Source: an optimization exercise on an open RTL-to-GDS flow (aim: small area, a short achievable clock period and few clock cycles). Production flows keep margins and buffers that such runs may drop.
Where RTL was checked, it was by simulation tests only, not by an equivalence proof against the original.
For runs 2 to 5, only the layout was checked, not whether the RTL still works.
Power and IR drop assume default switching activity.

==> design.v <==
`timescale 1ns/10ps
module LBP( 
	clk, 
	reset, 
	gray_addr, 
	gray_req, 
	gray_ready, 
	gray_data, 
	lbp_addr, 
	lbp_valid, 
	lbp_data, 
	finish
);
input clk;
input reset;
input gray_ready;
input [7:0] gray_data;
output reg [13:0] gray_addr;
output reg gray_req;
output reg [13:0] lbp_addr;
output reg lbp_valid;
output reg [7:0] lbp_data;
output reg finish;
reg [2:0] state;
reg [2:0] n_state;
parameter IDLE   = 3'b000;
parameter MASK   = 3'b001;
parameter INPUT  = 3'b010;  
parameter LBP    = 3'b011;
parameter OUTPUT = 3'b100;
parameter FINISH = 3'b101;
wire in_ready;
reg valid_flag;
reg [3:0] in_cnt;
reg [13:0] axis;
reg [13:0] axis_X, axis_Y;
reg [13:0] c [0:8];  
reg [7:0] in_data [0:8];
reg [7:0] T0, T1, T2, T3, T5, T6, T7, T8;
reg [7:0] M0, M1, M2, M3, M5, M6, M7, M8;
reg [2:0] test;
reg [2:0] test1;
reg [2:0] test2;
integer i;
always @(posedge clk or posedge reset) begin
	if (reset) begin
		state <= 0;		
	end
	else begin
		state <= n_state;
	end
end
always @(*) begin
	case(state)
         IDLE: begin
            if (gray_ready) n_state = MASK;
            else n_state = state;
         end
         MASK: begin
         	n_state = INPUT;
         end
         INPUT: begin
         	if (in_ready) n_state = LBP;
         	else n_state = state;
         end
         LBP: begin
         	if (valid_flag) n_state = OUTPUT;
         	else n_state = state;
         end
         OUTPUT: begin
         	if (finish) n_state = FINISH;
         	else if (!lbp_valid) n_state = MASK;
         	else n_state = state;
         end
         FINISH: begin
         	n_state = FINISH;
         end
         default: begin
         	n_state = state;
         end
    endcase
end
always @(posedge clk or posedge reset) begin
	if (reset) begin
		gray_req <= 0;
	end
	else if (n_state == INPUT) begin
		gray_req <= 1;
	end
	else begin
		gray_req <= 0;
	end
end
always @(posedge clk or posedge reset) begin
	if (reset) begin
		in_cnt <= 0;
	end
	else begin
		case(state)
		     INPUT: begin
		     	if (in_cnt < 10) in_cnt <= in_cnt + 1;
 		        else in_cnt <= in_cnt;;
		     end
		     OUTPUT: begin
		     	in_cnt <= 0;
		     end
		     default: begin
		     	in_cnt <= in_cnt;
		     end
		endcase
	end
end
assign in_ready = (in_cnt == 9) ? 1 : 0;
always @(posedge clk or posedge reset) begin
	if (reset) begin
		axis_X <= 1;
		axis_Y <= 0;
	end 
	else begin
        case(state) 
             MASK: begin
             	if (axis_Y == 126) begin
             		axis_Y <= 1;
             		if (axis_X == 126) begin
             			axis_X <= 1;
             		end
             		else begin
             			axis_X <= axis_X + 1;
             		end
             	end
             	else begin
             	    axis_X <= axis_X;
             		axis_Y <= axis_Y + 1;
             	end
             end
             default: begin
             	    axis_X <= axis_X;
             	    axis_Y <= axis_Y;
             end
        endcase
	end
end
always @(posedge clk or posedge reset) begin
	if (reset) begin
		axis <= 0;	
	end
	else begin
		axis <= axis_Y + axis_X * 128;
	end
end
always @(*) begin
	c[4] = axis_Y + axis_X * 128;
	c[0] = c[4] - 129;
	c[1] = c[4] - 128;
	c[2] = c[4] - 127;
	c[3] = c[4] - 1;
	c[5] = c[4] + 1;
	c[6] = c[4] + 127;
	c[7] = c[4] + 128;
	c[8] = c[4] + 129;
end
always @(posedge clk or posedge reset) begin
 	if (reset) begin
 		gray_addr <= 14'd0;
 	end
 	else begin
 		case(state)
             INPUT: begin
             	if (in_cnt <= 8) gray_addr <= c[in_cnt];
             end
             default: begin
             	gray_addr <= gray_addr;
             end
 		endcase
 	end
 end
always @(posedge clk or posedge reset) begin
  	if (reset) begin
  		for(i = 0; i < 9; i = i + 1) begin
  			in_data[i] <= 8'd0;
  		end
  	end
  	else begin
  		in_data[in_cnt - 1] <= gray_data;  
  	end
end 
always @(*) begin
	T0 = (in_data[0] >= in_data[4]) ? 1 : 0;
	T1 = (in_data[1] >= in_data[4]) ? 1 : 0;
	T2 = (in_data[2] >= in_data[4]) ? 1 : 0;
	T3 = (in_data[3] >= in_data[4]) ? 1 : 0;
	T5 = (in_data[5] >= in_data[4]) ? 1 : 0;
	T6 = (in_data[6] >= in_data[4]) ? 1 : 0;
	T7 = (in_data[7] >= in_data[4]) ? 1 : 0;
	T8 = (in_data[8] >= in_data[4]) ? 1 : 0;
end
always @(*) begin
	M0 = T0;
	M1 = T1 << 1;
	M2 = T2 << 2;
	M3 = T3 << 3;
	M5 = T5 << 4;
	M6 = T6 << 5;
	M7 = T7 << 6;
	M8 = T8 << 7;
end
always @(posedge clk or posedge reset) begin
	if (reset) begin
		lbp_data <= 8'd0;	
	end
	else begin
		case(state)
             LBP: begin
             	lbp_data <= M0 + M1 + M2 + M3 + M5 + M6 + M7 + M8;
             end
             default: begin
             	lbp_data <= lbp_data;
             end
		endcase
	end
end
always @(posedge clk or posedge reset) begin
 	if (reset) begin
 		lbp_addr <= 14'd0;
 	end
 	else begin
 		case(state)
             INPUT: begin
             	lbp_addr <= axis;
             end
             default: begin
             	lbp_addr <= lbp_addr;
             end
 		endcase
 	end
 end
always @(posedge clk or posedge reset) begin
	if (reset) begin
		valid_flag <= 0;
	end
	else begin
		case(state)
             LBP: begin
             	valid_flag <= ~ valid_flag; 
             end
             default: begin
             	valid_flag <= valid_flag;
             end
		endcase
	end
end
always @(posedge clk or posedge reset) begin
 	if (reset) begin
 		lbp_valid <= 0;
 	end
 	else if (state == LBP && valid_flag) begin
 		lbp_valid <= 1;
 	end
 	else begin
 		lbp_valid <= 0;
 	end
end
always @(posedge clk or posedge reset) begin
	if (reset) begin
		finish <= 0; 
	end
	else if (state == LBP && valid_flag && axis == 16254) begin
		finish <= 1;
	end
	else begin
		finish <= finish;
	end
end
endmodule
==> run.sh <==
#!/bin/bash
# synth_recipe.tcl (not shown) runs the flow's synth.tcl, then flattens the netlist and writes it again
# the make line also repeats each setting of config.mk as NAME=value (left out here)
make -C /OpenROAD-flow-scripts/flow DESIGN_CONFIG=/design/flow/config.mk WORK_HOME=/design/flow/orfs CLKGATE_MAP_FILE= SYNTH_SCRIPT=/design/flow/synth_recipe.tcl finish
==> config.mk <==
export PLATFORM = sky130hd
export DESIGN_NAME = LBP
export DESIGN_NICKNAME = LBP
export VERILOG_FILES = /design/flow/design.v
export SDC_FILE = /design/flow/constraint.sdc
export NUM_CORES = 4
export LEC_CHECK = 0
export CAP_MARGIN = 20
export CORE_MARGIN = 2
export CORE_UTILIZATION = 40
export SLEW_MARGIN = 20
==> constraint.sdc <==
create_clock -name core_clock -period 5.0 [get_ports {clk}]
set_input_delay 1.0000 -clock core_clock [delete_from_list [all_inputs] [get_ports {clk}]]
set_output_delay 1.0000 -clock core_clock [all_outputs]
set_load 0.01 [all_outputs]
==> results of run 1 <==
## power breakdown
part / switching, mW / leakage (nW) / internal, mW
combinational: 1.64 / 2.37 / 1.60
sequential: 0.370 / 1.98 / 1.80
clock: 0.540 / 0.311 / 0.866
## metal layers
layer	global-route usage	part of all wire	vias up
met5	0	0	-
met3	0.03062	0.027	12
li1	-	-	3025
met4	0.04321	0.0066	0
met1	0.2107	0.46	3001
met2	0.2944	0.51	77
## cell usage after synthesis (all sizes together) (2+ instances only)
library cell  instances
nand3b                2
nor2                 72
or2                   3
nor2b                15
and2                  4
a221oi                2
o21bai                2
nor3b                 3
a41oi                 2
xnor2                31
a22oi                 2
xor2                 17
a21oi                54
inv                  35
o22ai                 2
nor4                  4
mux2                 87
nand4                10
nand3                12
a211oi                4
o31ai                 6
and3                  4
nor3                  9
clkbuf               12
a21o                 13
a31oi                 8
dfrtp               160
o21a                  5
nand2b               16
nand2                53
a32oi                 2
buf                   7
fa                    3
or3                   5
ha                   94
a31o                  2
o21ai                50
## state kept, by name, summed over array words and instances, names as in the netlist
signal      flops
lbp_data        8
in_data        72
finish          1
axis_X         14
axis_Y         14
state           3
valid_flag      1
gray_addr      14
lbp_addr       14
lbp_valid       1
axis           14
in_cnt          4
gray_req        1
## final timing paths
check,cells after the start,startpoint,slack (ns),endpoint
setup / recovery,14,in_cnt[0],1.54,gray_addr[13]
hold / removal,1,axis_X[13],0.48,axis_X[13]
setup reg to reg,14,in_cnt[0],1.54,gray_addr[13]
hold reg to reg,1,axis_X[13],0.48,axis_X[13]
max in group asynchronous,3,reset,3.07,in_data[7][7]
min in group asynchronous,2,reset,1.08,lbp_addr[2]
## through the flow
step | worst slack (ns) | util | std cells | hold WS, ns | power, mW
6_report | 1.539 | 0.4744 | 1169 | 0.4785 | 6.817
5_1_grt | 1.297 | 0.4744 | 1169 | 0.4969 | 7.445
4_1_cts | 1.537 | 0.4744 | 1169 | 0.4784 | 6.925
3_5_place_dp | 1.543 | 0.4452 | 1137 | 0.4621 | 5.474
3_3_place_gp | 1.608 | 0.4452 | 1137 | 0.4609 | 5.398
2_1_floorplan | 1.562 | - | 823 | 0.3749 | 4.527
## logic make-up after synthesis
logic type / Yosys count / share of synthesized area
and+or+nand+nor: 215 / 0.1168
DFF: 161 / 0.4529
AOI/OAI and AO/OA: 160 / 0.1090
adders and majority gates: 97 / 0.1389
muxes: 87 / 0.1101
buffers and inverters: 55 / 0.02503
xor gates and xnor gates: 48 / 0.04724
## layout make-up
class,instances,area (sq um),area share
clock buffers,20,456.7,0.04411
multi-input cells,607,4651,0.4492
well taps,280,350.3,0.03384
repair buffers,53,545.5,0.05269
flip-flops and latches,161,4030,0.3892
clock inverters,12,181.4,0.01752
inverters,36,138.9,0.01341
==> impl_metrics.prom, run 1 <==
# TYPE chip_impl_metric gauge
chip_impl_info{name="run_status",value="timing/DRC/antenna clean"} 1
chip_impl_metric{name="period_minus_slack",unit="ns"} 3.461
chip_impl_metric{name="ys_warn_count",unit=""} 3
chip_impl_metric{name="initialDrtViolationCount",unit=""} 198
chip_impl_metric{name="timing.slew.headroom",unit=""} 0.3773
chip_impl_metric{name="synth_enable_flop_cells",unit=""} 0
chip_impl_info{name="min_path_type",value="reg2reg"} 1
chip_impl_info{name="cts_root_buf",value="sky130_fd_sc_hd__clkbuf_16"} 1
chip_impl_metric{name="fin_tns_setup",unit="ns"} 0
chip_impl_metric{name="grt_overflow_total",unit=""} 0
chip_impl_metric{name="longest_clk_path_bufs",unit=""} 2
chip_impl_info{name="criticalPathCategory",value="reg2reg"} 1
chip_impl_metric{name="port_bufs",unit=""} 49
chip_impl_metric{name="initial_core_utilization",unit=""} 0.4078
chip_impl_metric{name="std_cell_core_area",unit="sq um"} 21820
chip_impl_metric{name="die-height",unit="um"} 153.2
chip_impl_metric{name="grt_pass1_wl",unit="um"} 31770
chip_impl_metric{name="detailedRoute.firstPassIterationCount",unit=""} 5
chip_impl_info{name="synth_top_cell_by_area",value="sky130_fd_sc_hd__dfrtp_1"} 1
chip_impl_metric{name="hold_viol",unit=""} 0
chip_impl_metric{name="vias",unit=""} 6115
chip_impl_metric{name="die_w",unit="um"} 153.2
chip_impl_metric{name="die-area",unit="sq um"} 23450
chip_impl_metric{name="peakVddDrop",unit="V"} 0.0002508
chip_impl_metric{name="synthDominantCellAreaShare",unit=""} 0.4499
chip_impl_metric{name="cts_setup_buffers",unit=""} 0
chip_impl_metric{name="layout-drive-gt1-share",unit=""} 0.1564
chip_impl_metric{name="number_of_antenna_violations_at_the_first_check_in_global_routing",unit=""} 0
chip_impl_metric{name="fin_area",unit="sq um"} 10350
chip_impl_metric{name="achievable-frequency",unit="MHz"} 288.9
chip_impl_metric{name="syn_to_final_growth",unit="%"} 16.35
chip_impl_metric{name="postSynth.asyncResetShare",unit=""} 1.000
chip_impl_info{name="tritoncts",value="yes"} 1
chip_impl_metric{name="post-dp-hpwl",unit="um"} 13480
chip_impl_metric{name="synth_seq_area_share",unit=""} 0.4529
chip_impl_metric{name="clk_transition_reported_paths",unit="ns"} 0.06
chip_impl_metric{name="postSynthRegisterBits",unit=""} 161
chip_impl_metric{name="io_pins",unit=""} 50
chip_impl_metric{name="netlist-cell-type-count",unit=""} 55
chip_impl_metric{name="diodes",unit=""} 0
chip_impl_info{name="primary_flip_flop_cell_chosen_by_synthesis_mapping",value="sky130_fd_sc_hd__dfrtp_1"} 1
chip_impl_metric{name="mappedNetlistNets",unit=""} 931
chip_impl_metric{name="timing.critical_path.buf_inv",unit=""} 2
chip_impl_metric{name="clock-sinks",unit=""} 161
chip_impl_metric{name="max_cap_viol_count",unit=""} 0
chip_impl_metric{name="syn-mean-instance-area",unit="sq um"} 10.81
chip_impl_metric{name="num-fill-cells",unit=""} 2004
chip_impl_info{name="mostFrequentLayoutCells",value="160 x sky130_fd_sc_hd__dfrtp_1, 94 x sky130_fd_sc_hd__ha_1, 87 x sky130_fd_sc_hd__mux2_2"} 1
chip_impl_metric{name="grt_max_degree",unit=""} 73
chip_impl_metric{name="pins_over_their_slew_limit",unit=""} 0
chip_impl_info{name="crit_family",value="compound AO/OA/AOI/OAI gates"} 1
chip_impl_metric{name="first_global_vias",unit=""} 6295
chip_impl_metric{name="static_leakage",unit="nW"} 4.668
chip_impl_metric{name="wl_per_cell",unit="um"} 15.88
chip_impl_metric{name="clock_latency",unit="ns"} 0.43
chip_impl_metric{name="globalplace.congestion",unit=""} 0.8618
chip_impl_info{name="setup.worst_path.end_class",value="flop"} 1
chip_impl_metric{name="cts_htree_levels",unit=""} 4
chip_impl_metric{name="critical_path.max_stage_delay",unit="ns"} 0.48
chip_impl_info{name="synthTopCellsByArea",value="sky130_fd_sc_hd__dfrtp_1 45%, sky130_fd_sc_hd__ha_1 13%, sky130_fd_sc_hd__mux2_2 11%, sky130_fd_sc_hd__xnor2_1 3.1%, sky130_fd_sc_hd__a21oi_1 3.0%"} 1
chip_impl_metric{name="worst_ep_required_time",unit="ns"} 5.28
chip_impl_metric{name="arrival",unit="ns"} 3.74
chip_impl_metric{name="placement.cell_area",unit="sq um"} 9716
chip_impl_info{name="rsz0062_at_grt",value="no"} 1
chip_impl_info{name="critical_path.startpoint_type",value="flop"} 1
chip_impl_metric{name="num-nets-final",unit=""} 984
chip_impl_metric{name="groute.usage.overall",unit=""} 0.1668
chip_impl_metric{name="worst_pin_slew",unit="ns"} 0.9341
chip_impl_metric{name="number_of_gates_given_a_new_drive_strength_after_cts",unit=""} 0
chip_impl_metric{name="netlist_area",unit="sq um"} 8899
chip_impl_metric{name="count_of_unresolved_drc_violations_after_routing",unit=""} 0
chip_impl_metric{name="postRouteAntennaNets",unit=""} 0
chip_impl_info{name="critical-path-slowest-cell",value="sky130_fd_sc_hd__dfrtp_1"} 1
chip_impl_metric{name="cts-buffers-inserted",unit=""} 17
chip_impl_metric{name="via_per_inst",unit=""} 5.231
chip_impl_metric{name="postRouteWirelength",unit="um"} 18560
chip_impl_metric{name="std_cell_rows",unit=""} 54
chip_impl_info{name="layout.cells.most_common",value="sky130_fd_sc_hd__dfrtp_1"} 1
chip_impl_metric{name="finClkSkew",unit="ns"} 0.01922
chip_impl_metric{name="syn-instance-count",unit=""} 823
chip_impl_metric{name="post_cts_hold_buffer_count",unit=""} 0
chip_impl_metric{name="critPathMaxFanout",unit=""} 7
chip_impl_metric{name="total_setup_violations_reported_at_the_end_of_the_flow",unit=""} 0
chip_impl_metric{name="final_min_period_over_clock_period",unit=""} 0.6922
chip_impl_metric{name="power_density",unit="nW/um^2"} 658.5
chip_impl_info{name="worstPathCellList",value="inv_1, ha_1, nor3b_1, o31ai_1, buf_4, ha_1, a211oi_1, nor2_1, o221a_2, nor2_1, o21ai_2, o41ai_2, xor2_1, o221ai_1"} 1
Testbench counts, summed over its fixed seeds: cycles 714,420.
==> inputs of run 2 (changes only) <==
==> design.v (replaced) <==
`timescale 1ns/10ps
module LBP(
	clk,
	reset,
	gray_addr,
	gray_req,
	gray_ready,
	gray_data,
	lbp_addr,
	lbp_valid,
	lbp_data,
	finish
);
input clk;
input reset;
input gray_ready;
input [7:0] gray_data;
output [13:0] gray_addr;
output reg gray_req;
output reg [13:0] lbp_addr;
output reg lbp_valid;
output reg [7:0] lbp_data;
output reg finish;
localparam S  = 8;         
localparam H  = S - 2;     
localparam IW = 3;         
reg [6:0] row;
reg [6:0] col;
reg [IW-1:0] ri;           
assign gray_addr = {row, col};
wire run      = gray_ready & ~finish;
wire col_end  = (ri == S-1);
wire last     = col_end & (col == 7'd127) & (row == 7'd127);
always @(posedge clk or posedge reset) begin
	if (reset) begin
		row <= 7'd0;
		col <= 7'd0;
		ri  <= {IW{1'b0}};
	end
	else if (run) begin
		if (col_end) begin
			ri  <= {IW{1'b0}};
			col <= col + 7'd1;
			if (col == 7'd127) row <= row - 7'd1;           
			else               row <= row - (S - 1);       
		end
		else begin
			ri  <= ri + 1'b1;
			row <= row + 7'd1;
		end
	end
end
reg [7:0] p [1:S+1];
integer k;
always @(posedge clk) begin
	p[1] <= gray_data;
	for (k = 2; k <= S + 1; k = k + 1) p[k] <= p[k-1];
end
wire [7:0] x = gray_data;
function ge8;
	input [7:0] a;
	input [7:0] b;
	integer j;
	reg r;
	begin
		r = 1'b1;
		for (j = 0; j < 8; j = j + 1)
			r = (a[j] & ~b[j]) | (a[j] & r) | (~b[j] & r);
		ge8 = r;
	end
endfunction
wire n_up = ge8(p[1], x);    
wire n_dl = ge8(p[S-1], x);    
wire n_l = ge8(p[S], x);    
wire n_ul = ge8(p[S+1], x);    
wire c_up = ge8(x, p[1]);      
wire c_dl = ge8(x, p[S-1]);    
wire c_l = ge8(x, p[S]);      
wire c_ul = ge8(x, p[S+1]);    
reg [3:0] q1;
reg [4:0] qm [2:S-1];
reg [5:0] qs;
reg [6:0] qs1;
always @(posedge clk) begin
	q1 <= {n_dl, n_l, n_up, n_ul};
	qm[2] <= {c_up, q1};
	for (k = 3; k <= S - 1; k = k + 1) qm[k] <= qm[k-1];
	qs  <= {c_dl, qm[S-1]};
	qs1 <= {c_l, qs};
end
wire [7:0] code = {c_ul, qs1[4], qs1[3], qs1[6], qs1[2], qs1[5], qs1[1], qs1[0]};
always @(posedge clk) begin
	lbp_data <= code;
	lbp_addr <= {row - 7'd1, col - 7'd1};
end
always @(posedge clk or posedge reset) begin
	if (reset) begin
		lbp_valid <= 1'b0;
		finish    <= 1'b0;
		gray_req  <= 1'b1;
	end
	else begin
		lbp_valid <= run & (ri >= 2) & (col >= 7'd2);
		if (run & last) begin
			finish   <= 1'b1;
			gray_req <= 1'b0;
		end
	end
end
endmodule
--- a/config.mk
+++ b/config.mk
@@ -8,4 +8,4 @@
 export CAP_MARGIN = 20
 export CORE_MARGIN = 2
-export CORE_UTILIZATION = 40
+export CORE_UTILIZATION = 65
 export SLEW_MARGIN = 20
==> run 2 against run 1 <==
Net effect: die area fell by 64%; wire length shrank 53%; clock skew shrank 0.010 ns; sequential cell count did not move; critical endpoint is now gray_addr[10]; via count is 49% lower; sequential power fell by 25%; critical path type is now reg2out; hold slack worse by 0.16 ns; combinational power down 82%; largest cell class is now registers; synthesized cell count shrank 50%.
==> impl_metrics.prom, run 2 <==
# TYPE chip_impl_metric gauge
chip_impl_info{name="run_status",value="timing/DRC/antenna clean"} 1
chip_impl_metric{name="timing.slew.headroom",unit=""} 0.4897
chip_impl_info{name="critical_path.startpoint_type",value="flop"} 1
chip_impl_metric{name="grt_overflow_total",unit=""} 0
chip_impl_metric{name="grt_util_met1",unit=""} 0.2457
chip_impl_metric{name="register_area",unit="sq um"} 3324
chip_impl_metric{name="placement.cell_area",unit="sq um"} 5472
chip_impl_metric{name="pins_over_their_slew_limit",unit=""} 0
chip_impl_metric{name="holdWs",unit="ns"} 0.3232
chip_impl_metric{name="via_per_inst",unit=""} 5.386
chip_impl_info{name="critical-path-slowest-cell",value="sky130_fd_sc_hd__clkdlybuf4s50_1"} 1
chip_impl_info{name="setup.worst_path.end_class",value="output port"} 1
chip_impl_metric{name="postSynth.asyncResetShare",unit=""} 0.1242
chip_impl_info{name="critical_path.endpoint",value="gray_addr[10]"} 1
chip_impl_metric{name="mappedNetlistNets",unit=""} 429
chip_impl_metric{name="first_global_vias",unit=""} 3092
chip_impl_info{name="synth_most_common_cell",value="sky130_fd_sc_hd__dfxtp_1"} 1
chip_impl_metric{name="arrival",unit="ns"} 1.71
chip_impl_metric{name="max_cap_viol_count",unit=""} 0
chip_impl_metric{name="postRouteWirelength",unit="um"} 8741
chip_impl_info{name="busiest_layer",value="met2"} 1
chip_impl_info{name="crit_family",value="buffers and inverters"} 1
chip_impl_metric{name="multi_input_area",unit="sq um"} 1454
chip_impl_metric{name="syn-instance-count",unit=""} 411
chip_impl_info{name="min_path_type",value="reg2reg"} 1
chip_impl_metric{name="number_of_gates_given_a_new_drive_strength_after_cts",unit=""} 0
chip_impl_metric{name="longest_clk_path_bufs",unit=""} 2
chip_impl_metric{name="count_of_unresolved_drc_violations_after_routing",unit=""} 0
chip_impl_metric{name="num-fill-cells",unit=""} 410
chip_impl_metric{name="dp.cells",unit=""} 546
chip_impl_metric{name="io_pins",unit=""} 50
chip_impl_metric{name="synth_seq_area_share",unit=""} 0.6684
chip_impl_metric{name="power_density",unit="nW/um^2"} 565.3
chip_impl_metric{name="syn-mean-instance-area",unit="sq um"} 12.10
chip_impl_metric{name="groute.usage.overall",unit=""} 0.2248
chip_impl_metric{name="total_setup_violations_reported_at_the_end_of_the_flow",unit=""} 0
chip_impl_metric{name="post_cts_hold_buffer_count",unit=""} 0
chip_impl_metric{name="grt_util_met3",unit=""} 0.05975
chip_impl_metric{name="vias",unit=""} 3113
chip_impl_metric{name="postLayoutCoreUtil",unit=""} 0.8233
chip_impl_metric{name="critPathMaxFanout",unit=""} 12
chip_impl_info{name="rr_startpoint",value="ri[0]"} 1
chip_impl_info{name="r2r_end",value="row[2]"} 1
chip_impl_metric{name="clk_transition_reported_paths",unit="ns"} 0.07
chip_impl_metric{name="cts-buffers-inserted",unit=""} 17
chip_impl_metric{name="globalplace.congestion",unit=""} 0.8201
chip_impl_info{name="primary_flip_flop_cell_chosen_by_synthesis_mapping",value="sky130_fd_sc_hd__dfxtp_1"} 1
chip_impl_metric{name="final-instance-count-excl-fill",unit=""} 578
chip_impl_info{name="criticalPathCategory",value="reg2out"} 1
chip_impl_metric{name="hold_viol",unit=""} 0
chip_impl_metric{name="std_cell_core_area",unit="sq um"} 7331
chip_impl_metric{name="worst-path-stages",unit=""} 1
chip_impl_metric{name="largest_reg_flops",unit=""} 72
chip_impl_metric{name="reg2reg_setup_slack",unit="ns"} 2.76
chip_impl_metric{name="postRouteAntennaNets",unit=""} 0
chip_impl_info{name="synth_top_cell_by_area",value="sky130_fd_sc_hd__dfxtp_1"} 1
chip_impl_info{name="max_flop_register",value="p"} 1
chip_impl_info{name="cts_root_buf",value="sky130_fd_sc_hd__clkbuf_8"} 1
chip_impl_metric{name="initialDrtViolationCount",unit=""} 150
chip_impl_metric{name="die_w",unit="um"} 91.48
chip_impl_metric{name="achievable-frequency",unit="MHz"} 368.4
chip_impl_metric{name="die-height",unit="um"} 91.48
chip_impl_info{name="reg.largest.list",value="p: 72 flops, qm: 30 flops, lbp_addr: 14 flops"} 1
chip_impl_metric{name="fin_tns_setup",unit="ns"} 0
chip_impl_metric{name="diodes",unit=""} 0
chip_impl_metric{name="clock-sinks",unit=""} 161
chip_impl_metric{name="critical_path.max_stage_delay",unit="ns"} 0.61
chip_impl_metric{name="ys_warn_count",unit=""} 3
chip_impl_metric{name="layout-drive-gt1-share",unit=""} 0.08977
chip_impl_metric{name="fin_area",unit="sq um"} 6036
chip_impl_metric{name="cts_setup_buffers",unit=""} 0
chip_impl_metric{name="initial_core_utilization",unit=""} 0.6784
chip_impl_metric{name="cts_htree_levels",unit=""} 4
chip_impl_metric{name="static_leakage",unit="nW"} 2.547
chip_impl_metric{name="clock_latency",unit="ns"} 0.52
chip_impl_info{name="worstHoldStart",value="p[3][5]"} 1
chip_impl_metric{name="syn_to_final_growth",unit="%"} 21.36
chip_impl_metric{name="worst_pin_slew",unit="ns"} 0.7647
chip_impl_metric{name="detailedRoute.firstPassIterationCount",unit=""} 5
chip_impl_info{name="worstPathCellList",value="clkdlybuf4s50_1"} 1
chip_impl_metric{name="grt_pass1_wl",unit="um"} 14420
chip_impl_info{name="crit_start",value="row[3]"} 1
chip_impl_metric{name="die-area",unit="sq um"} 8368
chip_impl_metric{name="worst_ep_required_time",unit="ns"} 4.00
chip_impl_metric{name="postSynthRegisterBits",unit=""} 161
chip_impl_metric{name="number_of_antenna_violations_at_the_first_check_in_global_routing",unit=""} 0
chip_impl_info{name="tritoncts",value="yes"} 1
chip_impl_metric{name="port_bufs",unit=""} 49
chip_impl_metric{name="post-dp-hpwl",unit="um"} 5533
chip_impl_metric{name="final_min_period_over_clock_period",unit=""} 0.5429
chip_impl_metric{name="worst_r2r_path_depth",unit=""} 7
chip_impl_metric{name="netlist_area",unit="sq um"} 4974
chip_impl_metric{name="peakVddDrop",unit="V"} 0.0002964
chip_impl_metric{name="pre_cts_slack",unit="ns"} 1.949
chip_impl_info{name="synthTopCellsByArea",value="sky130_fd_sc_hd__dfxtp_1 57%, sky130_fd_sc_hd__dfrtp_1 9.6%, sky130_fd_sc_hd__nand2b_1 2.3%, sky130_fd_sc_hd__maj3_1 2.0%, sky130_fd_sc_hd__nor2b_1 2.0%"} 1
chip_impl_metric{name="std_cell_rows",unit=""} 31
chip_impl_info{name="synth.cells.most_frequent",value="141 x sky130_fd_sc_hd__dfxtp_1, 22 x sky130_fd_sc_hd__nand2_1, 21 x sky130_fd_sc_hd__inv_1, 19 x sky130_fd_sc_hd__dfrtp_1, 18 x sky130_fd_sc_hd__nand2b_1"} 1
chip_impl_metric{name="netlist-cell-type-count",unit=""} 56
chip_impl_metric{name="grt_max_degree",unit=""} 21
chip_impl_metric{name="wl_per_cell",unit="um"} 15.12
chip_impl_metric{name="grt_use_met2",unit=""} 0.3909
chip_impl_metric{name="postLayoutSetupSlackWorst",unit="ns"} 2.286
chip_impl_info{name="layout.cells.most_common",value="sky130_fd_sc_hd__dfxtp_1"} 1
chip_impl_metric{name="design_power_total",unit="mW"} 3.412
chip_impl_metric{name="timing.critical_path.buf_inv",unit=""} 1
chip_impl_metric{name="num-nets-final",unit=""} 484
chip_impl_info{name="mostFrequentLayoutCells",value="141 x sky130_fd_sc_hd__dfxtp_1, 49 x sky130_fd_sc_hd__clkdlybuf4s50_1, 22 x sky130_fd_sc_hd__nand2_1"} 1
chip_impl_metric{name="period_minus_slack",unit="ns"} 2.714
chip_impl_info{name="rsz0062_at_grt",value="no"} 1
chip_impl_metric{name="finClkSkew",unit="ns"} 0.008875
chip_impl_metric{name="synthDominantCellAreaShare",unit=""} 0.5675
chip_impl_metric{name="synth_enable_flop_cells",unit=""} 0
==> run 2: changes by cell type in the layout (fill, tap and decap cells not counted), sizes merged, moves of 13 or more <==
cell   change
dfrtp    -141
dfxtp    +141
ha        -87
mux2      -87
nor2      -55
a21oi     -44
o21ai     -40
nand2     -29
xnor2     -21
maj3      +13
==> run 2: per-layer routing <==
metal	wire (um)	vias to the layer above	part of all wire
li1	-	1512	-
met1	3452	1478	0.39
met2	4617	100	0.53
met3	381	23	0.044
met4	290	0	0.033
met5	0	-	0
==> run 2: cell type report <==
class | count | area share
Tap cell | 99 | 0.02052
Multi-Input combinational cell | 216 | 0.2409
Sequential cell | 161 | 0.5508
Clock inverter | 15 | 0.02488
Clock buffer | 17 | 0.06862
Timing Repair Buffer | 49 | 0.08126
Inverter | 21 | 0.01306
==> run 2: worst min-delay path by stage <==
| stage | endpoint | slack, ns | cells after the start |
|---|---|---|---|
| after global placement | qs1[1] | 0.31 | 0 |
| final | p[4][5] | 0.32 | 0 |
| after CTS | p[4][5] | 0.33 | 0 |
| after global routing | qs1[0] | 0.33 | 0 |
| after detailed placement | qm[3][2] | 0.31 | 0 |
| after floorplan | lbp_data[0] | 0.31 | 0 |
==> run 2: cells by family (layout without fill, tap and decap cells) <==
logic type / after synthesis / after routing / synth area share
and+or+nand+nor: 114 / 114 / 0.1218
buffers and inverters: 34 / 102 / 0.03924
AOI/OAI and AO/OA: 59 / 59 / 0.08503
adders and majority gates: 20 / 20 / 0.04453
xor gates and xnor gates: 21 / 21 / 0.03698
muxes: 2 / 2 / 0.004025
DFF: 161 / 161 / 0.6684
==> run 2: where the power goes <==
part / internal [mW] / switching (mW)
Sequential: 1.48 / 0.148
Clock: 0.634 / 0.549
Combinational: 0.330 / 0.268
Total: 2.45 / 0.964
==> inputs of run 3 (changes only) <==
--- a/config.mk
+++ b/config.mk
@@ -9,3 +9,4 @@
 export CORE_MARGIN = 2
 export CORE_UTILIZATION = 65
+export SETUP_SLACK_MARGIN = 3
 export SLEW_MARGIN = 20
==> run 3 against run 2 <==
Net effect: sequential power down 3%; global-route usage up 2.0 points; largest power group unchanged; synthesized cell count unchanged; hold slack better by 0.0022 ns; largest cell class unchanged; utilization up 2.8 points; sequential cell count unchanged; first-iteration DRC count up 31%; combinational power up 23%; register-to-register slack better by 0.25 ns.
==> impl_metrics.prom, run 3 <==
# TYPE chip_impl_metric gauge
chip_impl_info{name="run_status",value="timing/DRC/antenna clean"} 1
chip_impl_metric{name="cts-buffers-inserted",unit=""} 17
chip_impl_metric{name="initial_core_utilization",unit=""} 0.6784
chip_impl_metric{name="std_cell_core_area",unit="sq um"} 7331
chip_impl_info{name="min_path_type",value="reg2reg"} 1
chip_impl_metric{name="grt_max_degree",unit=""} 21
chip_impl_info{name="synth.cells.most_frequent",value="141 x sky130_fd_sc_hd__dfxtp_1, 22 x sky130_fd_sc_hd__nand2_1, 21 x sky130_fd_sc_hd__inv_1, 19 x sky130_fd_sc_hd__dfrtp_1, 18 x sky130_fd_sc_hd__nand2b_1"} 1
chip_impl_metric{name="final_min_period_over_clock_period",unit=""} 0.4298
chip_impl_info{name="critical-path-slowest-cell",value="sky130_fd_sc_hd__dfstp_2"} 1
chip_impl_metric{name="postSynthRegisterBits",unit=""} 161
chip_impl_info{name="worstPathCellList",value="buf_6"} 1
chip_impl_metric{name="power.share.combinational",unit=""} 0.210
chip_impl_info{name="layout.cells.most_common",value="sky130_fd_sc_hd__dfxtp_1"} 1
chip_impl_metric{name="largest_reg_flops",unit=""} 72
chip_impl_info{name="synth_top_cell_by_area",value="sky130_fd_sc_hd__dfxtp_1"} 1
chip_impl_info{name="synth_most_common_cell",value="sky130_fd_sc_hd__dfxtp_1"} 1
chip_impl_metric{name="postLayoutCoreUtil",unit=""} 0.8513
chip_impl_metric{name="netlist_area",unit="sq um"} 4974
chip_impl_info{name="tritoncts",value="yes"} 1
chip_impl_metric{name="power.share.switching",unit=""} 0.2958
chip_impl_metric{name="io_pins",unit=""} 50
chip_impl_info{name="rsz0062_at_grt",value="yes"} 1
chip_impl_metric{name="layout-drive-gt1-share",unit=""} 0.2939
chip_impl_metric{name="diodes",unit=""} 0
chip_impl_metric{name="power.sequential.fraction",unit=""} 0.452
chip_impl_info{name="reg.largest.list",value="p: 72 flops, qm: 30 flops, lbp_addr: 14 flops"} 1
chip_impl_metric{name="pins_over_their_slew_limit",unit=""} 0
chip_impl_metric{name="num-nets-final",unit=""} 512
chip_impl_metric{name="hold_viol",unit=""} 0
chip_impl_metric{name="num-fill-cells",unit=""} 356
chip_impl_metric{name="critical_path.max_stage_delay",unit="ns"} 0.54
chip_impl_metric{name="peakVddDrop",unit="V"} 0.0003863
chip_impl_metric{name="first_global_vias",unit=""} 3450
chip_impl_metric{name="syn-instance-count",unit=""} 411
chip_impl_info{name="synthTopCellsByArea",value="sky130_fd_sc_hd__dfxtp_1 57%, sky130_fd_sc_hd__dfrtp_1 9.6%, sky130_fd_sc_hd__nand2b_1 2.3%, sky130_fd_sc_hd__maj3_1 2.0%, sky130_fd_sc_hd__nor2b_1 2.0%"} 1
chip_impl_metric{name="power_density",unit="nW/um^2"} 560.8
chip_impl_metric{name="worst_pin_slew",unit="ns"} 0.7760
chip_impl_metric{name="switching_power",unit="mW"} 1.035
chip_impl_metric{name="postRouteAntennaNets",unit=""} 0
chip_impl_metric{name="worst_ep_required_time",unit="ns"} 4.00
chip_impl_metric{name="pre_cts_slack",unit="ns"} 2.048
chip_impl_metric{name="ys_warn_count",unit=""} 3
chip_impl_metric{name="count_of_unresolved_drc_violations_after_routing",unit=""} 0
chip_impl_metric{name="postRouteWirelength",unit="um"} 10090
chip_impl_metric{name="detailedRoute.firstPassIterationCount",unit=""} 5
chip_impl_metric{name="post-dp-hpwl",unit="um"} 5510
chip_impl_info{name="cts_root_buf",value="sky130_fd_sc_hd__clkbuf_8"} 1
chip_impl_metric{name="clock-sinks",unit=""} 161
chip_impl_metric{name="vias",unit=""} 3367
chip_impl_info{name="criticalPathCategory",value="reg2out"} 1
chip_impl_metric{name="finClkSkew",unit="ns"} 0.009264
chip_impl_metric{name="register_area",unit="sq um"} 3346
chip_impl_metric{name="longest_clk_path_bufs",unit=""} 2
chip_impl_metric{name="timing.slew.headroom",unit=""} 0.4821
chip_impl_metric{name="critPathMaxFanout",unit=""} 2
chip_impl_metric{name="initialDrtViolationCount",unit=""} 196
chip_impl_metric{name="power.internal",unit="mW"} 2.464
chip_impl_metric{name="std_cell_rows",unit=""} 31
chip_impl_metric{name="clock_latency",unit="ns"} 0.51
chip_impl_metric{name="grt_pass1_wl",unit="um"} 15860
chip_impl_metric{name="postLayoutSetupSlackWorst",unit="ns"} 2.851
chip_impl_metric{name="die_w",unit="um"} 91.48
chip_impl_metric{name="achievable-frequency",unit="MHz"} 465.3
chip_impl_metric{name="postSynth.asyncResetShare",unit=""} 0.1242
chip_impl_info{name="primary_flip_flop_cell_chosen_by_synthesis_mapping",value="sky130_fd_sc_hd__dfxtp_1"} 1
chip_impl_metric{name="clockPowerShare",unit=""} 0.339
chip_impl_metric{name="mappedNetlistNets",unit=""} 429
chip_impl_metric{name="total_setup_violations_reported_at_the_end_of_the_flow",unit=""} 0
chip_impl_metric{name="via_per_inst",unit=""} 5.556
chip_impl_info{name="max_flop_register",value="p"} 1
chip_impl_metric{name="timing.critical_path.buf_inv",unit=""} 1
chip_impl_metric{name="multi_input_area",unit="sq um"} 1541
chip_impl_metric{name="port_bufs",unit=""} 49
chip_impl_metric{name="static_leakage",unit="nW"} 2.734
chip_impl_metric{name="syn_to_final_growth",unit="%"} 25.48
chip_impl_info{name="mostFrequentLayoutCells",value="136 x sky130_fd_sc_hd__dfxtp_1, 27 x sky130_fd_sc_hd__buf_4, 24 x sky130_fd_sc_hd__buf_2"} 1
chip_impl_metric{name="clk_transition_reported_paths",unit="ns"} 0.07
chip_impl_metric{name="holdWs",unit="ns"} 0.3254
chip_impl_metric{name="wl_per_cell",unit="um"} 16.64
chip_impl_metric{name="fin_tns_setup",unit="ns"} 0
chip_impl_metric{name="number_of_antenna_violations_at_the_first_check_in_global_routing",unit=""} 0
chip_impl_metric{name="syn-mean-instance-area",unit="sq um"} 12.10
chip_impl_metric{name="die-area",unit="sq um"} 8368
chip_impl_metric{name="globalplace.congestion",unit=""} 0.8474
chip_impl_metric{name="synth_enable_flop_cells",unit=""} 0
chip_impl_metric{name="netlist-cell-type-count",unit=""} 56
chip_impl_metric{name="synth_seq_area_share",unit=""} 0.6684
chip_impl_info{name="critical_path.startpoint_type",value="flop"} 1
chip_impl_metric{name="period_minus_slack",unit="ns"} 2.149
chip_impl_metric{name="die-height",unit="um"} 91.48
chip_impl_metric{name="post_cts_hold_buffer_count",unit=""} 0
chip_impl_info{name="setup.worst_path.end_class",value="output port"} 1
chip_impl_metric{name="grt_overflow_total",unit=""} 0
chip_impl_metric{name="arrival",unit="ns"} 1.15
chip_impl_info{name="crit_family",value="flip-flops"} 1
chip_impl_metric{name="max_cap_viol_count",unit=""} 0
chip_impl_metric{name="cts_htree_levels",unit=""} 4
chip_impl_metric{name="synthDominantCellAreaShare",unit=""} 0.5675
chip_impl_metric{name="groute.usage.overall",unit=""} 0.2443
==> run 3: through the flow <==
stage               power (mW)  instance area [sq um]  instances
finish                   3.500                   6241        606
global route             3.652                   6241        606
CTS                      3.440                   6140        597
detailed placement       2.251                   5500        546
global placement         2.228                   5500        546
floorplan                1.989                   5002        411
==> run 3: cells by family after synthesis <==
family / count (synthesis) / synth area share
AND/OR/NAND/NOR: 114 / 0.1218
adder cells (fa/ha/maj): 20 / 0.04453
flip-flops: 161 / 0.6684
multiplexers: 2 / 0.004025
XOR/XNOR: 21 / 0.03698
AO/OA/AOI/OAI: 59 / 0.08503
buffers and inverters: 34 / 0.03924
==> run 3: power groups by stage <==
| stage | combinational (mW) | clock (mW) | sequential, mW |
|---|---|---|---|
| floorplan | 0.345 | 0 | 1.64 |
| global placement | 0.587 | 0 | 1.64 |
| detailed placement | 0.598 | 0 | 1.65 |
| CTS | 0.673 | 1.19 | 1.57 |
| global route | 0.795 | 1.26 | 1.60 |
| finish | 0.734 | 1.19 | 1.58 |
==> run 3: timing repair <==
action                                  CTS  global route
resized for setup                       204            18
pin swaps                                 0             1
setup buffers                            19             9
endpoints found under the setup margin   63            30
==> run 3: metal layers <==
metal  global-route usage  vias up  part of all wire
met1               0.2579     1603              0.38
met5                    0        -                 0
met3              0.05892       36             0.063
met4               0.1376        0             0.032
met2               0.4412      165              0.53
li1                     -     1563                 -
==> run 3: final cells by class <==
| cell class | instances | area share |
|---|---|---|
| Clock buffer | 17 | 0.06636 |
| Clock inverter | 15 | 0.02346 |
| Timing Repair Buffer | 77 | 0.09322 |
| Multi-Input combinational cell | 216 | 0.2470 |
| Tap cell | 99 | 0.01985 |
| Sequential cell | 161 | 0.5361 |
| Inverter | 21 | 0.01403 |
==> run 3: path summary, 6_finish.rpt <==
check | cells after the start | to | from | slack (ns)
hold reg to reg | 0 | qm[5][0] | qm[4][0] | 0.33
setup reg to reg | 8 | row[4] | row[0] | 3.01
max in group asynchronous | 2 | col[0] | reset | 3.52
min in group asynchronous | 2 | lbp_valid | reset | 0.94
setup / recovery | 1 | gray_req | gray_req | 2.85
hold / removal | 0 | qm[5][0] | qm[4][0] | 0.33
==> inputs of run 4 (changes only) <==
--- a/config.mk
+++ b/config.mk
@@ -9,4 +9,5 @@
 export CORE_MARGIN = 2
 export CORE_UTILIZATION = 65
+export CTS_BUF_LIST = sky130_fd_sc_hd__clkbuf_8
 export SETUP_SLACK_MARGIN = 3
 export SLEW_MARGIN = 20
==> run 4 against run 3 <==
Net effect: highest routed layer unchanged; clock power fell by 27%; still clean on timing, DRC and antenna; largest power group unchanged; cell count fell by 0.83%; critical path type unchanged; sequential power barely moved; critical path depth did not move; critical endpoint unchanged.
==> impl_metrics.prom, run 4 <==
# TYPE chip_impl_metric gauge
chip_impl_info{name="synthTopCellsByArea",value="sky130_fd_sc_hd__dfxtp_1 57%, sky130_fd_sc_hd__dfrtp_1 9.6%, sky130_fd_sc_hd__nand2b_1 2.3%, sky130_fd_sc_hd__maj3_1 2.0%, sky130_fd_sc_hd__nor2b_1 2.0%"} 1
chip_impl_metric{name="die_w",unit="um"} 91.48
chip_impl_info{name="primary_flip_flop_cell_chosen_by_synthesis_mapping",value="sky130_fd_sc_hd__dfxtp_1"} 1
chip_impl_metric{name="grt_util_met1",unit=""} 0.2602
chip_impl_metric{name="longest_clk_path_bufs",unit=""} 2
chip_impl_metric{name="clk_transition_reported_paths",unit="ns"} 0.09
chip_impl_metric{name="peakVddDrop",unit="V"} 0.0003787
chip_impl_metric{name="synth_enable_flop_cells",unit=""} 0
chip_impl_metric{name="grt_pass1_wl",unit="um"} 15150
chip_impl_metric{name="netlist_area",unit="sq um"} 4974
chip_impl_info{name="synth_most_common_cell",value="sky130_fd_sc_hd__dfxtp_1"} 1
chip_impl_metric{name="syn-instance-count",unit=""} 411
chip_impl_metric{name="total_setup_violations_reported_at_the_end_of_the_flow",unit=""} 0
chip_impl_metric{name="critPathMaxFanout",unit=""} 2
chip_impl_metric{name="ys_warn_count",unit=""} 3
chip_impl_info{name="rsz0062_at_grt",value="yes"} 1
chip_impl_metric{name="post_cts_hold_buffer_count",unit=""} 0
chip_impl_metric{name="groute.usage.overall",unit=""} 0.2324
chip_impl_info{name="layout.cells.most_common",value="sky130_fd_sc_hd__dfxtp_1"} 1
chip_impl_metric{name="post-dp-hpwl",unit="um"} 5510
chip_impl_metric{name="mappedNetlistNets",unit=""} 429
chip_impl_info{name="crit_family",value="flip-flops"} 1
chip_impl_info{name="max_flop_register",value="p"} 1
chip_impl_info{name="reg.largest.list",value="p: 72 flops, qm: 30 flops, lbp_addr: 14 flops"} 1
chip_impl_metric{name="final_min_period_over_clock_period",unit=""} 0.4149
chip_impl_metric{name="power_density",unit="nW/um^2"} 524.6
chip_impl_metric{name="worst_ep_required_time",unit="ns"} 4.00
chip_impl_metric{name="hold_viol",unit=""} 0
chip_impl_metric{name="postRouteAntennaNets",unit=""} 0
chip_impl_info{name="synth_top_cell_by_area",value="sky130_fd_sc_hd__dfxtp_1"} 1
chip_impl_metric{name="grt_overflow_total",unit=""} 0
chip_impl_metric{name="worst_pin_slew",unit="ns"} 0.7440
chip_impl_metric{name="die-height",unit="um"} 91.48
chip_impl_info{name="criticalPathCategory",value="reg2out"} 1
chip_impl_metric{name="detailedRoute.firstPassIterationCount",unit=""} 4
chip_impl_metric{name="initialDrtViolationCount",unit=""} 140
chip_impl_metric{name="synth_seq_area_share",unit=""} 0.6684
chip_impl_metric{name="io_pins",unit=""} 50
chip_impl_metric{name="timing.critical_path.buf_inv",unit=""} 1
chip_impl_metric{name="final-instance-count-excl-fill",unit=""} 601
chip_impl_metric{name="postRouteWirelength",unit="um"} 8959
chip_impl_metric{name="synthDominantCellAreaShare",unit=""} 0.5675
chip_impl_metric{name="vias",unit=""} 3192
chip_impl_info{name="critical_path.startpoint_type",value="flop"} 1
chip_impl_metric{name="postSynth.asyncResetShare",unit=""} 0.1242
chip_impl_metric{name="largest_reg_flops",unit=""} 72
chip_impl_metric{name="wl_per_cell",unit="um"} 14.91
chip_impl_metric{name="arrival",unit="ns"} 1.07
chip_impl_metric{name="num-nets-final",unit=""} 507
chip_impl_info{name="critical-path-slowest-cell",value="sky130_fd_sc_hd__dfstp_2"} 1
chip_impl_metric{name="via_per_inst",unit=""} 5.311
chip_impl_metric{name="globalplace.congestion",unit=""} 0.8474
chip_impl_metric{name="std_cell_core_area",unit="sq um"} 7331
chip_impl_metric{name="postSynthRegisterBits",unit=""} 161
chip_impl_metric{name="std_cell_rows",unit=""} 31
chip_impl_metric{name="netlist-cell-type-count",unit=""} 56
chip_impl_info{name="mostFrequentLayoutCells",value="135 x sky130_fd_sc_hd__dfxtp_1, 27 x sky130_fd_sc_hd__buf_2, 23 x sky130_fd_sc_hd__buf_4"} 1
chip_impl_metric{name="grt_max_degree",unit=""} 21
chip_impl_info{name="cts_root_buf",value="sky130_fd_sc_hd__clkbuf_8"} 1
chip_impl_info{name="synth.cells.most_frequent",value="141 x sky130_fd_sc_hd__dfxtp_1, 22 x sky130_fd_sc_hd__nand2_1, 21 x sky130_fd_sc_hd__inv_1, 19 x sky130_fd_sc_hd__dfrtp_1, 18 x sky130_fd_sc_hd__nand2b_1"} 1
chip_impl_metric{name="finClkSkew",unit="ns"} 0.01407
chip_impl_metric{name="grt_util_met3",unit=""} 0.07220
chip_impl_metric{name="syn-mean-instance-area",unit="sq um"} 12.10
chip_impl_info{name="min_path_type",value="reg2reg"} 1
chip_impl_metric{name="initial_core_utilization",unit=""} 0.6784
chip_impl_metric{name="port_bufs",unit=""} 49
chip_impl_metric{name="achievable-frequency",unit="MHz"} 482.1
chip_impl_metric{name="timing.slew.headroom",unit=""} 0.5035
chip_impl_metric{name="clock-sinks",unit=""} 161
chip_impl_metric{name="first_global_vias",unit=""} 3338
chip_impl_metric{name="number_of_antenna_violations_at_the_first_check_in_global_routing",unit=""} 0
chip_impl_info{name="tritoncts",value="yes"} 1
chip_impl_metric{name="cts_htree_levels",unit=""} 4
chip_impl_info{name="setup.worst_path.end_class",value="output port"} 1
chip_impl_metric{name="clock_latency",unit="ns"} 0.44
chip_impl_info{name="worstPathCellList",value="buf_6"} 1
chip_impl_metric{name="dp.cells",unit=""} 546
chip_impl_metric{name="period_minus_slack",unit="ns"} 2.074
chip_impl_info{name="run_status",value="timing/DRC/antenna clean"} 1
chip_impl_metric{name="layout-drive-gt1-share",unit=""} 0.2829
chip_impl_metric{name="fin_tns_setup",unit="ns"} 0
chip_impl_info{name="busiest_layer",value="met2"} 1
chip_impl_metric{name="diodes",unit=""} 0
chip_impl_metric{name="pins_over_their_slew_limit",unit=""} 0
chip_impl_metric{name="die-area",unit="sq um"} 8368
chip_impl_metric{name="cts-buffers-inserted",unit=""} 17
chip_impl_metric{name="max_cap_viol_count",unit=""} 0
chip_impl_metric{name="grt_use_met2",unit=""} 0.4099
chip_impl_metric{name="syn_to_final_growth",unit="%"} 20.33
chip_impl_metric{name="count_of_unresolved_drc_violations_after_routing",unit=""} 0
chip_impl_metric{name="num-fill-cells",unit=""} 422
chip_impl_metric{name="static_leakage",unit="nW"} 2.622
chip_impl_metric{name="critical_path.max_stage_delay",unit="ns"} 0.55
==> run 4: changes by cell type in the layout (fill, tap and decap cells not counted), sizes merged <==
cell	before	now
dlygate4sd2	5	6
clkdlybuf4s50	2	1
buf	66	62
clkdlybuf4s15	1	0
==> run 4: stage by stage <==
stage	hold slack [ns]	area [sq um]	util	power, mW	worst slack [ns]
2_1_floorplan	0.3096	5002	-	1.989	2.916
3_3_place_gp	0.3095	5500	0.7503	2.228	2.125
3_5_place_dp	0.3121	5500	0.7503	2.251	2.048
4_1_cts	0.3281	6028	0.8223	3.151	2.891
5_1_grt	0.3273	5984	0.8164	3.302	2.870
6_report	0.3292	5984	0.8164	3.140	2.926
==> run 4: final timing paths <==
path                       depth (start not counted)           to  slack [ns]  startpoint
hold reg to reg                                    0  lbp_data[6]        0.33      qs1[4]
max in group asynchronous                          2       row[1]        3.48       reset
setup reg to reg                                   7       row[3]        3.12      col[0]
hold / removal                                     0  lbp_data[6]        0.33      qs1[4]
setup / recovery                                   1     gray_req        2.93    gray_req
min in group asynchronous                          2       row[5]        1.00       reset
==> run 4: area by class of cell <==
| class | instances | area (sq um) | area share |
|---|---|---|---|
| flip-flops and latches | 161 | 3347 | 0.5593 |
| multi-input cells | 216 | 1525 | 0.2549 |
| repair buffers | 72 | 520.5 | 0.08697 |
| clock buffers | 17 | 234.0 | 0.03910 |
| clock inverters | 15 | 146.4 | 0.02446 |
| well taps | 99 | 123.9 | 0.02070 |
| inverters | 21 | 87.58 | 0.01464 |
==> run 4: report_power, final <==
group / total [mW] / switching (mW) / leakage (nW) / internal (mW)
logic: 0.691 / 0.370 / 1.00 / 0.321
registers: 1.57 / 0.0822 / 1.43 / 1.49
clock network: 0.874 / 0.507 / 0.194 / 0.367
==> run 4: kinds of logic after synthesis <==
kind of cell	after synthesis	synth area share
AOI/OAI and AO/OA	59	0.08503
xor gates and xnor gates	21	0.03698
adders and majority gates	20	0.04453
buffers and inverters	34	0.03924
DFF	161	0.6684
muxes	2	0.004025
and+or+nand+nor	114	0.1218
==> run 4: per-layer routing <==
metal | routed length (um) | up-vias | share of wire
met1 | 3672 | 1519 | 0.41
li1 | - | 1561 | -
met5 | 0 | - | 0
met3 | 426 | 15 | 0.048
met4 | 149 | 0 | 0.017
met2 | 4710 | 97 | 0.53
==> run 4: what timing repair did <==
action	4_1_cts	5_1_grt
buffers inserted	18	5
endpoints found under the setup margin	63	41
pin swaps	0	2
gates resized for setup	186	35
==> inputs of run 5 (changes only) <==
==> flow/run.sh (new file) <==
#!/bin/bash
# Standard ORFS flow, with port buffers and timing repair free to use any
# buffer/gate size instead of only same-footprint swaps.
set -euo pipefail
bash standard.sh MATCH_CELL_FOOTPRINT=0 "BUFFER_PORTS_ARGS=-buffer_cell sky130_fd_sc_hd__buf_2" finish > standard_flow.log 2>&1
==> standard.sh (new file) <==
#!/bin/bash
# synth_recipe.tcl (not shown) runs the flow's synth.tcl, then flattens the netlist and writes it again
# the make line also repeats each setting of config.mk as NAME=value (left out here)
make -C /OpenROAD-flow-scripts/flow DESIGN_CONFIG=/design/flow/config.mk WORK_HOME=/design/flow/orfs CLKGATE_MAP_FILE= SYNTH_SCRIPT=/design/flow/synth_recipe.tcl "${@:-finish}"
removed: run.sh
==> run 5 against run 4 <==
Net effect: largest cell class unchanged; critical endpoint unchanged; die area unchanged; cell count shrank 0.67%; maximum frequency up 0.98%; critical path depth did not move; worst setup slack gained 0.020 ns; critical path type unchanged; sequential power is essentially flat; highest routed layer unchanged; register-to-register slack got worse by 0.02 ns; first-iteration DRC count shrank 24%.
==> impl_metrics.prom, run 5 <==
# TYPE chip_impl_metric gauge
chip_impl_metric{name="postLayoutCoreUtil",unit=""} 0.7996
chip_impl_metric{name="design_power_total",unit="mW"} 3.057
chip_impl_metric{name="achievable-frequency",unit="MHz"} 486.8
chip_impl_metric{name="syn-mean-instance-area",unit="sq um"} 12.10
chip_impl_metric{name="grt_pass1_wl",unit="um"} 13570
chip_impl_metric{name="netlist_area",unit="sq um"} 4974
chip_impl_metric{name="critical_path.max_stage_delay",unit="ns"} 0.55
chip_impl_metric{name="max_cap_viol_count",unit=""} 0
chip_impl_metric{name="clockPowerShare",unit=""} 0.275
chip_impl_metric{name="number_of_antenna_violations_at_the_first_check_in_global_routing",unit=""} 0
chip_impl_info{name="primary_flip_flop_cell_chosen_by_synthesis_mapping",value="sky130_fd_sc_hd__dfxtp_1"} 1
chip_impl_metric{name="switching_power",unit="mW"} 0.8861
chip_impl_metric{name="timing.critical_path.buf_inv",unit=""} 1
chip_impl_metric{name="cts_htree_levels",unit=""} 4
chip_impl_metric{name="syn_to_final_growth",unit="%"} 17.86
chip_impl_metric{name="placement.cell_area",unit="sq um"} 5255
chip_impl_info{name="mostFrequentLayoutCells",value="141 x sky130_fd_sc_hd__dfxtp_1, 41 x sky130_fd_sc_hd__buf_2, 22 x sky130_fd_sc_hd__nand2_1"} 1
chip_impl_metric{name="initialDrtViolationCount",unit=""} 107
chip_impl_info{name="cts_root_buf",value="sky130_fd_sc_hd__clkbuf_8"} 1
chip_impl_metric{name="pre_cts_slack",unit="ns"} 2.469
chip_impl_metric{name="grt_overflow_total",unit=""} 0
chip_impl_metric{name="postRouteAntennaNets",unit=""} 0
chip_impl_metric{name="netlist-cell-type-count",unit=""} 56
chip_impl_metric{name="clock-sinks",unit=""} 161
chip_impl_info{name="critical_path.startpoint_type",value="flop"} 1
chip_impl_metric{name="postLayoutSetupSlackWorst",unit="ns"} 2.946
chip_impl_metric{name="grt_max_degree",unit=""} 21
chip_impl_metric{name="synthDominantCellAreaShare",unit=""} 0.5675
chip_impl_metric{name="arrival",unit="ns"} 1.05
chip_impl_metric{name="dp.cells",unit=""} 546
chip_impl_metric{name="std_cell_core_area",unit="sq um"} 7331
chip_impl_metric{name="hold_viol",unit=""} 0
chip_impl_metric{name="fin_area",unit="sq um"} 5862
chip_impl_metric{name="period_minus_slack",unit="ns"} 2.054
chip_impl_metric{name="std_cell_rows",unit=""} 31
chip_impl_metric{name="count_of_unresolved_drc_violations_after_routing",unit=""} 0
chip_impl_metric{name="longest_clk_path_bufs",unit=""} 2
chip_impl_metric{name="vias",unit=""} 3112
chip_impl_metric{name="postRouteWirelength",unit="um"} 8087
chip_impl_metric{name="clk_transition_reported_paths",unit="ns"} 0.08
chip_impl_metric{name="ys_warn_count",unit=""} 3
chip_impl_metric{name="power.sequential.fraction",unit=""} 0.510
chip_impl_metric{name="fin_tns_setup",unit="ns"} 0
chip_impl_metric{name="globalplace.congestion",unit=""} 0.8146
chip_impl_metric{name="pins_over_their_slew_limit",unit=""} 0
chip_impl_info{name="min_path_type",value="reg2reg"} 1
chip_impl_metric{name="post-dp-hpwl",unit="um"} 5269
chip_impl_metric{name="num-nets-final",unit=""} 504
chip_impl_metric{name="wl_per_cell",unit="um"} 13.55
chip_impl_metric{name="port_bufs",unit=""} 49
chip_impl_metric{name="power.share.combinational",unit=""} 0.215
chip_impl_metric{name="cts-buffers-inserted",unit=""} 17
chip_impl_metric{name="postSynth.asyncResetShare",unit=""} 0.1242
chip_impl_info{name="max_flop_register",value="p"} 1
chip_impl_metric{name="layout-drive-gt1-share",unit=""} 0.2651
chip_impl_metric{name="final-instance-count-excl-fill",unit=""} 597
chip_impl_metric{name="via_per_inst",unit=""} 5.213
chip_impl_metric{name="post_cts_hold_buffer_count",unit=""} 0
chip_impl_metric{name="synth_enable_flop_cells",unit=""} 0
chip_impl_metric{name="final_min_period_over_clock_period",unit=""} 0.4109
chip_impl_info{name="critical-path-slowest-cell",value="sky130_fd_sc_hd__dfstp_2"} 1
chip_impl_info{name="criticalPathCategory",value="reg2out"} 1
chip_impl_info{name="setup.worst_path.end_class",value="output port"} 1
chip_impl_info{name="synth_top_cell_by_area",value="sky130_fd_sc_hd__dfxtp_1"} 1
chip_impl_info{name="rsz0062_at_grt",value="yes"} 1
chip_impl_metric{name="groute.usage.overall",unit=""} 0.2074
chip_impl_metric{name="worst_pin_slew",unit="ns"} 0.7326
chip_impl_metric{name="power_density",unit="nW/um^2"} 521.5
chip_impl_metric{name="io_pins",unit=""} 50
chip_impl_metric{name="die_w",unit="um"} 91.48
chip_impl_metric{name="die-area",unit="sq um"} 8368
chip_impl_info{name="tritoncts",value="yes"} 1
chip_impl_info{name="layout.cells.most_common",value="sky130_fd_sc_hd__dfxtp_1"} 1
chip_impl_metric{name="mappedNetlistNets",unit=""} 429
chip_impl_metric{name="static_leakage",unit="nW"} 2.580
chip_impl_metric{name="peakVddDrop",unit="V"} 0.0003745
chip_impl_info{name="synth.cells.most_frequent",value="141 x sky130_fd_sc_hd__dfxtp_1, 22 x sky130_fd_sc_hd__nand2_1, 21 x sky130_fd_sc_hd__inv_1, 19 x sky130_fd_sc_hd__dfrtp_1, 18 x sky130_fd_sc_hd__nand2b_1"} 1
chip_impl_metric{name="total_setup_violations_reported_at_the_end_of_the_flow",unit=""} 0
chip_impl_info{name="reg.largest.list",value="p: 72 flops, qm: 30 flops, lbp_addr: 14 flops"} 1
chip_impl_metric{name="critPathMaxFanout",unit=""} 2
chip_impl_metric{name="synth_seq_area_share",unit=""} 0.6684
chip_impl_info{name="run_status",value="timing/DRC/antenna clean"} 1
chip_impl_metric{name="timing.slew.headroom",unit=""} 0.5111
chip_impl_metric{name="initial_core_utilization",unit=""} 0.6784
chip_impl_metric{name="worst_ep_required_time",unit="ns"} 4.00
chip_impl_info{name="crit_family",value="flip-flops"} 1
chip_impl_metric{name="holdWs",unit="ns"} 0.3282
chip_impl_metric{name="syn-instance-count",unit=""} 411
chip_impl_metric{name="largest_reg_flops",unit=""} 72
chip_impl_metric{name="die-height",unit="um"} 91.48
chip_impl_metric{name="finClkSkew",unit="ns"} 0.01224
chip_impl_metric{name="postSynthRegisterBits",unit=""} 161
chip_impl_metric{name="detailedRoute.firstPassIterationCount",unit=""} 5
chip_impl_info{name="synth_most_common_cell",value="sky130_fd_sc_hd__dfxtp_1"} 1
chip_impl_metric{name="first_global_vias",unit=""} 2996
chip_impl_info{name="synthTopCellsByArea",value="sky130_fd_sc_hd__dfxtp_1 57%, sky130_fd_sc_hd__dfrtp_1 9.6%, sky130_fd_sc_hd__nand2b_1 2.3%, sky130_fd_sc_hd__maj3_1 2.0%, sky130_fd_sc_hd__nor2b_1 2.0%"} 1
chip_impl_metric{name="diodes",unit=""} 0
chip_impl_info{name="worstPathCellList",value="buf_6"} 1
chip_impl_metric{name="clock_latency",unit="ns"} 0.42
chip_impl_metric{name="power.share.switching",unit=""} 0.2899
chip_impl_metric{name="power.internal",unit="mW"} 2.171
==> run 5: logic make-up (layout without fill, tap and decap cells) <==
logic type      after synthesis  in the layout  share of synthesized area
buf+inv                      34            121                    0.03924
compound gates               59             59                    0.08503
simple gates                114            114                     0.1218
mux                           2              2                   0.004025
fa+ha+maj                    20             20                    0.04453
xor+xnor                     21             21                    0.03698
flops                       161            161                     0.6684
==> run 5: cell type report <==
type | count | area, sq um
tap | 99 | 123.9
clock inverter | 12 | 100.1
inverter | 21 | 86.33
fill | 457 | 1469
multi-input combinational | 216 | 1496
clock buffer | 19 | 261.5
timing repair buffer | 69 | 454.2
sequential | 161 | 3339
==> run 5: routing by layer <==
metal / share of wire / track usage
met3: 0.049 / 0.05809
met4: 0.015 / 0.08333
met5: 0 / 0
met1: 0.42 / 0.2350
met2: 0.52 / 0.3670
==> run 5: worst paths after layout <==
check | start | endpoint | slack (ns) | cells after the start
max reg2reg | ri[1] | gray_req | 3.10 | 6
max | gray_req | gray_req | 2.95 | 1
min | p[2][4] | p[3][4] | 0.33 | 0
max in group asynchronous | reset | col[3] | 3.79 | 2
min reg2reg | p[2][4] | p[3][4] | 0.33 | 0
min in group asynchronous | reset | lbp_valid | 0.70 | 2
==> run 5: power by group through the flow <==
stage	registers, mW	logic (mW)	clock network (mW)
after floorplan	1.64	0.345	0
after global placement	1.64	0.483	0
after detailed placement	1.64	0.498	0
after CTS	1.55	0.631	0.863
after global routing	1.58	0.726	0.922
final	1.56	0.658	0.840
==> run 5: repair_timing <==
item / CTS / global route
pin swaps: 0 / 1
setup buffers: 16 / 4
setup endpoints to repair: 23 / 13
resized for setup: 16 / 9

## port drivers added, routing unchanged
No port has a modelled driver above. Below, the same layouts with a new extraction and two added sets of constraints. Step 1 (the two cells are an assumption about what drives the block):
set clk [get_ports {clk}]
set_driving_cell -lib_cell sky130_fd_sc_hd__clkbuf_16 $clk
set_driving_cell -lib_cell sky130_fd_sc_hd__buf_2 [delete_from_list [all_inputs] $clk]
Step 2 moves the port delays by t, midway between the first and last clock arrival at a register: inputs arrive t later, outputs are due t later. That takes back most of the time a late clock gives input paths. a / b / c = no drivers / after step 1 / after step 2; a / b = the first two.
| run | shift t [ns] | slack for setup (ns) | hold slack, ns | cell pins on the clock port's net |
|---|---|---|---|---|
| run 1 | 0.465 | 1.539 / 1.539 / 1.539 | 0.479 / 0.479 / 0.479 | 1 |
| run 2 | 0.547 | 2.286 / 2.253 / 1.854 | 0.323 / 0.323 / 0.323 | 1 |
| run 3 | 0.534 | 2.851 / 2.825 / 2.477 | 0.325 / 0.325 / 0.325 | 1 |
| run 4 | 0.464 | 2.926 / 2.895 / 2.607 | 0.329 / 0.329 / 0.329 | 1 |
| run 5 | 0.443 | 2.946 / 2.914 / 2.586 | 0.328 / 0.328 / 0.328 | 1 |
After both steps setup and hold are still met in every run listed. The setup slack of run 2, which loses most, moves by -0.033 ns with the drivers and by -0.432 ns with both steps.
